Context: an optimization exercise on an open-source flow, tuned for small area. The choices shown serve that exercise and are no tape-out recipe.
The RTL was checked by simulation tests, not by an equivalence proof against the original design.

==> trial 15: inputs <==
Design fpga2, start of the top module:
module fpga2(
    input clk,
    input rst,
    input volUP,
    input volDOWN,
    input candy,
    input increase,
    input decrease,
    input open,
    input mute,
    input play,
    input mode,
    output audio_mclk,
    output audio_lrck,
    output audio_sck,
    output audio_sdin,
    output reg IA,
    output IB,
    output reg IIA,
    output IIB,
    output [3:0] DIGIT,
    output [6:0] DISPLAY
);
export LEC_CHECK = 0
export ABC_AREA = 1
export CAP_MARGIN = 20
export CORE_MARGIN = 2
export CORE_UTILIZATION = 55
export GPL_TIMING_DRIVEN = 0
export SLEW_MARGIN = 20
export SYNTH_MEMORY_MAX_BITS = 65536
create_clock -name core_clock -period 150.0 [get_ports {clk}]
standard.sh (not shown) runs the stock make flow with config.mk's settings and CLKGATE_MAP_FILE= SYNTH_SCRIPT=/design/flow/synth_recipe.tcl, a recipe that flattens the netlist after the stock synthesis.
==> flow/flow/run.sh <==
#!/bin/bash
# Own layout flow: the standard synthesis (unchanged), then an area
# re-mapping of its combinational logic with ABC (flip-flops untouched; 12
# randomised deepsyn runs, 4 at a time, the smallest kept and proved
# equivalent to the standard netlist, else the standard netlist is used), then the standard ORFS steps
# from floorplan to finish with 1x port buffers and a clock tree of clkbuf_4
# without dummy loads; placement is not timing-driven (no timing buffers),
# so the synthesis pass-through buffers are removed before it. Each tool's output goes to its own log here.
set -euo pipefail
W=$PWD
R=$W/orfs/results/sky130hd/fpga2/base
YOSYS=$(command -v yosys || echo /OpenROAD-flow-scripts/tools/install/yosys/bin/yosys)
export LIBF=$FLOW_HOME/platforms/sky130hd/lib/sky130_fd_sc_hd__tt_025C_1v80.lib
export FLOW_TOP
DU=""
for c in $(sed -n '/DONT_USE_CELLS += /,/^#/p' $FLOW_HOME/platforms/sky130hd/config.mk | grep -o 'sky130_fd_sc_hd__[a-z0-9_]*'); do DU="$DU -dont_use $c"; done
export DONT_USE_ARGS="$DU"

bash standard.sh synth > log_synth_standard.txt 2>&1
cp $R/1_2_yosys.v $W/synth_standard.v

for B in 0 4 8; do
  for S in $((B+1)) $((B+2)) $((B+3)) $((B+4)); do
    printf 'strash\n&get -n\n&deepsyn -T 60 -S %s\n&put\ndch\namap\n' $S > $W/area_$S.abc
    ( IN_V=$W/synth_standard.v OUT_V=$W/synth_reopt_$S.v STAT_OUT=$W/reopt_stat_$S.txt \
      ABC_SCRIPT=$W/area_$S.abc ABC_CONSTR=$W/flow/abc.constr \
      timeout 900 $YOSYS -c flow/reopt.tcl > log_reopt_yosys_$S.txt 2>&1 || true ) &
  done
  wait
done

BEST=""; BA=""
for S in 1 2 3 4 5 6 7 8 9 10 11 12; do
  [ -s $W/synth_reopt_$S.v ] || continue
  A=$(grep "Chip area for module" $W/reopt_stat_$S.txt | awk '{print $NF}')
  if [ -z "$BA" ] || awk "BEGIN{exit !($A < $BA)}"; then BA=$A; BEST=$S; fi
done
echo "best reopt: $BEST area $BA" > reopt_choice.txt

if [ -n "$BEST" ] && GOLD_V=$W/synth_standard.v GATE_V=$W/synth_reopt_$BEST.v \
     timeout 900 $YOSYS -c flow/equiv.tcl > log_equiv_yosys.txt 2>&1; then
  echo "equivalence proved; using re-mapped netlist $BEST" >> reopt_choice.txt
  cp $W/synth_reopt_$BEST.v $R/1_2_yosys.v
  rm -f $R/1_synth.odb $R/1_synth.sdc
else
  echo "no proved re-mapped netlist; using the standard netlist" >> reopt_choice.txt
fi

bash standard.sh finish \
  "PRE_GLOBAL_PLACE_TCL=$W/flow/pre_gpl.tcl" \
  "BUFFER_PORTS_ARGS=-buffer_cell sky130_fd_sc_hd__buf_1" \
  "CTS_ARGS=-sink_clustering_enable -repair_clock_nets -dont_use_dummy_load -buf_list sky130_fd_sc_hd__clkbuf_4" \
  > log_orfs_finish.txt 2>&1
==> flow/flow/pre_gpl.tcl <==
# Before global placement: remove the synthesis buffers (the pass-through
# buffers the netlist writer needs), as the standard flow does when its
# placement is timing-driven.
remove_buffers
Other scripts of this flow, unchanged in this note and not shown: flow/flow/abc.constr, flow/flow/equiv.tcl, flow/flow/reopt.tcl
==> build 33: changes against trial 15 <==
--- a/flow/design.v
+++ b/flow/design.v
@@ -134,32 +134,17 @@
             IIA <= motor_on && candy;
         end
     end
     assign IB = 1'b0;
     assign IIB = 1'b0;
     reg [13:0] cnt;
-    wire [13:0] cnt_inc = inc14(cnt);
     always @(posedge clk or posedge rst_pulse) begin
-        if (rst_pulse) begin
-            cnt[1] <= 1'b0;
-            cnt[8] <= 1'b0;
-        end else begin
-            cnt[1] <= cnt_inc[1];
-            cnt[8] <= cnt_inc[8];
-        end
-    end
-    always @(posedge clk) begin
-        if (rst_pulse) begin
-            cnt[0] <= 1'b0;
-            cnt[7:2] <= 6'd0;
-            cnt[13:9] <= 5'd0;
-        end else begin
-            cnt[0] <= cnt_inc[0];
-            cnt[7:2] <= cnt_inc[7:2];
-            cnt[13:9] <= cnt_inc[13:9];
-        end
+        if (rst_pulse)
+            cnt <= 14'd0;
+        else
+            cnt <= inc14(cnt);
     end
     wire beat_tick = (cnt == 14'h1FFF);
     wire scan_tick = (cnt[7:0] == 8'h7F);
     wire load_tick = (cnt[8:0] == 9'd255);
     reg scan_on;                  
     reg [3:0] display_num;
--- a/flow/flow/run.sh
+++ b/flow/flow/run.sh
@@ -1,14 +1,13 @@
 #!/bin/bash
 # Own layout flow: the standard synthesis (unchanged), then an area
 # re-mapping of its combinational logic with ABC (flip-flops untouched; 12
 # randomised deepsyn runs, 4 at a time, the smallest kept and proved
 # equivalent to the standard netlist, else the standard netlist is used), then the standard ORFS steps
 # from floorplan to finish with 1x port buffers and a clock tree of clkbuf_4
-# without dummy loads; placement is not timing-driven (no timing buffers),
-# so the synthesis pass-through buffers are removed before it. Each tool's output goes to its own log here.
+# without dummy loads. Each tool's output goes to its own log here.
 set -euo pipefail
 W=$PWD
 R=$W/orfs/results/sky130hd/fpga2/base
 YOSYS=$(command -v yosys || echo /OpenROAD-flow-scripts/tools/install/yosys/bin/yosys)
 export LIBF=$FLOW_HOME/platforms/sky130hd/lib/sky130_fd_sc_hd__tt_025C_1v80.lib
 export FLOW_TOP
@@ -44,10 +43,9 @@
   rm -f $R/1_synth.odb $R/1_synth.sdc
 else
   echo "no proved re-mapped netlist; using the standard netlist" >> reopt_choice.txt
 fi
 
 bash standard.sh finish \
-  "PRE_GLOBAL_PLACE_TCL=$W/flow/pre_gpl.tcl" \
   "BUFFER_PORTS_ARGS=-buffer_cell sky130_fd_sc_hd__buf_1" \
   "CTS_ARGS=-sink_clustering_enable -repair_clock_nets -dont_use_dummy_load -buf_list sky130_fd_sc_hd__clkbuf_4" \
   > log_orfs_finish.txt 2>&1
GPL_TIMING_DRIVEN = default   (was 0)
removed: flow/flow/pre_gpl.tcl
==> trial 41: changes against trial 15 <==
--- a/flow/design.v
+++ b/flow/design.v
@@ -134,32 +134,17 @@
             IIA <= motor_on && candy;
         end
     end
     assign IB = 1'b0;
     assign IIB = 1'b0;
     reg [13:0] cnt;
-    wire [13:0] cnt_inc = inc14(cnt);
     always @(posedge clk or posedge rst_pulse) begin
-        if (rst_pulse) begin
-            cnt[1] <= 1'b0;
-            cnt[8] <= 1'b0;
-        end else begin
-            cnt[1] <= cnt_inc[1];
-            cnt[8] <= cnt_inc[8];
-        end
-    end
-    always @(posedge clk) begin
-        if (rst_pulse) begin
-            cnt[0] <= 1'b0;
-            cnt[7:2] <= 6'd0;
-            cnt[13:9] <= 5'd0;
-        end else begin
-            cnt[0] <= cnt_inc[0];
-            cnt[7:2] <= cnt_inc[7:2];
-            cnt[13:9] <= cnt_inc[13:9];
-        end
+        if (rst_pulse)
+            cnt <= 14'd0;
+        else
+            cnt <= inc14(cnt);
     end
     wire beat_tick = (cnt == 14'h1FFF);
     wire scan_tick = (cnt[7:0] == 8'h7F);
     wire load_tick = (cnt[8:0] == 9'd255);
     reg scan_on;                  
     reg [3:0] display_num;
==> flow/flow/run.sh (replaced) <==
#!/bin/bash
# Own layout flow: the standard synthesis (unchanged), then an area
# re-mapping of its combinational logic with ABC (flip-flops untouched; a few
# randomised runs, the smallest kept, and proved equivalent to the standard
# netlist, else the standard netlist is used), then the standard ORFS steps
# from floorplan to finish with 1x port buffers and a clock tree of clkbuf_4
# without dummy loads. Each tool's output goes to its own log here.
set -euo pipefail
W=$PWD
R=$W/orfs/results/sky130hd/fpga2/base
YOSYS=$(command -v yosys || echo /OpenROAD-flow-scripts/tools/install/yosys/bin/yosys)
export LIBF=$FLOW_HOME/platforms/sky130hd/lib/sky130_fd_sc_hd__tt_025C_1v80.lib
export FLOW_TOP
DU=""
for c in $(sed -n '/DONT_USE_CELLS += /,/^#/p' $FLOW_HOME/platforms/sky130hd/config.mk | grep -o 'sky130_fd_sc_hd__[a-z0-9_]*'); do DU="$DU -dont_use $c"; done
export DONT_USE_ARGS="$DU"

bash standard.sh synth > log_synth_standard.txt 2>&1
cp $R/1_2_yosys.v $W/synth_standard.v

for B in 0 4; do
  for S in $((B+1)) $((B+2)) $((B+3)) $((B+4)); do
    printf 'strash\n&get -n\n&deepsyn -T 60 -S %s\n&put\ndch\namap\n' $S > $W/area_$S.abc
    ( IN_V=$W/synth_standard.v OUT_V=$W/synth_reopt_$S.v STAT_OUT=$W/reopt_stat_$S.txt \
      ABC_SCRIPT=$W/area_$S.abc ABC_CONSTR=$W/flow/abc.constr \
      timeout 900 $YOSYS -c flow/reopt.tcl > log_reopt_yosys_$S.txt 2>&1 || true ) &
  done
  wait
done

BEST=""; BA=""
for S in 1 2 3 4 5 6 7 8; do
  [ -s $W/synth_reopt_$S.v ] || continue
  A=$(grep "Chip area for module" $W/reopt_stat_$S.txt | awk '{print $NF}')
  if [ -z "$BA" ] || awk "BEGIN{exit !($A < $BA)}"; then BA=$A; BEST=$S; fi
done
echo "best reopt: $BEST area $BA" > reopt_choice.txt

if [ -n "$BEST" ] && GOLD_V=$W/synth_standard.v GATE_V=$W/synth_reopt_$BEST.v \
     timeout 900 $YOSYS -c flow/equiv.tcl > log_equiv_yosys.txt 2>&1; then
  echo "equivalence proved; using re-mapped netlist $BEST" >> reopt_choice.txt
  cp $W/synth_reopt_$BEST.v $R/1_2_yosys.v
  rm -f $R/1_synth.odb $R/1_synth.sdc
else
  echo "no proved re-mapped netlist; using the standard netlist" >> reopt_choice.txt
fi

bash standard.sh finish \
  "BUFFER_PORTS_ARGS=-buffer_cell sky130_fd_sc_hd__buf_1" \
  "CTS_ARGS=-sink_clustering_enable -repair_clock_nets -dont_use_dummy_load -buf_list sky130_fd_sc_hd__clkbuf_4" \
  > log_orfs_finish.txt 2>&1
CORE_UTILIZATION = 40   (was 55)
GPL_TIMING_DRIVEN = default   (was 0)
removed: flow/flow/pre_gpl.tcl
==> impl_metrics.tcl <==
set metrics [dict create \
    core_mm2 0.01023 \
    clock.fmax_ghz 0.02917 \
    r2r_setup_slack_ps 144410 \
    crit_cells 15 \
    dieHeight_um 106.2 \
    status "complete, no violations" \
    buf_share 0.01918 \
    layout-drive-gt1-share 0.02509 \
    syn_avg_cell_area_um2 7.522 \
    routedWlPerCell_um 14.02 \
    die_width_um 106.2 \
]
The numbers above come from build 33.

==> impl_metrics.tcl <==
set metrics [dict create \
    clock.fmax_ghz 0.02946 \
    crit_cells 16 \
    r2r_setup_slack_ps 144570 \
    seq_cell_count 118 \
    layout-drive-gt1-share 0.02122 \
    core_mm2 0.01018 \
    dieHeight_um 105.9 \
    buf_share 0.01559 \
    die_width_um 105.9 \
    status "complete, no violations" \
    syn_avg_cell_area_um2 7.421 \
]
The numbers above come from trial 15.

==> impl_metrics.tcl <==
set metrics [dict create \
    status "complete, no violations" \
    core_mm2 0.01393 \
    worstPathMaxFanout 6 \
    layout-drive-gt1-share 0.02509 \
    r2r_setup_slack_ps 144180 \
    buf_share 0.01901 \
    clock.fmax_ghz 0.02922 \
    syn_avg_cell_area_um2 7.522 \
    clock_area_frac 0.02085 \
    crit_cells 15 \
    die_width_um 123.8 \
]
The numbers above come from trial 41.

-- separate check: timing with driven ports --
How much do the figures lean on ideal ports? The routed layouts below were timed once more, with nothing changed but the port constraints.
Step 1, drivers: a clkbuf_16 drives clk and a buf_2 each remaining input, both assumed.
Step 2 adds t to the input delays and takes it off the output delays; t is the mean of the earliest and latest rising clock arrival at the registers after step 1. Input paths then give back, and output paths get back, about the clock's delay inside the block.
Slacks: ideal / step 1 / step 2; pairs: ideal / step 1.
run	t, ns	setup WS [ns]	worst data-port slew with drivers (ns)	pins driven straight from the clock port
trial 15	0.526	116.060 / 116.071 / 115.545	0.03	1
build 33	0.519	115.717 / 115.726 / 115.207	0.05	1
trial 41	0.531	115.776 / 115.790 / 115.259	0.04	1
After both steps setup and hold are still met in every run listed. For trial 41, which loses most, drivers alone change the setup slack by +0.014 ns; drivers and shift together by -0.517 ns.
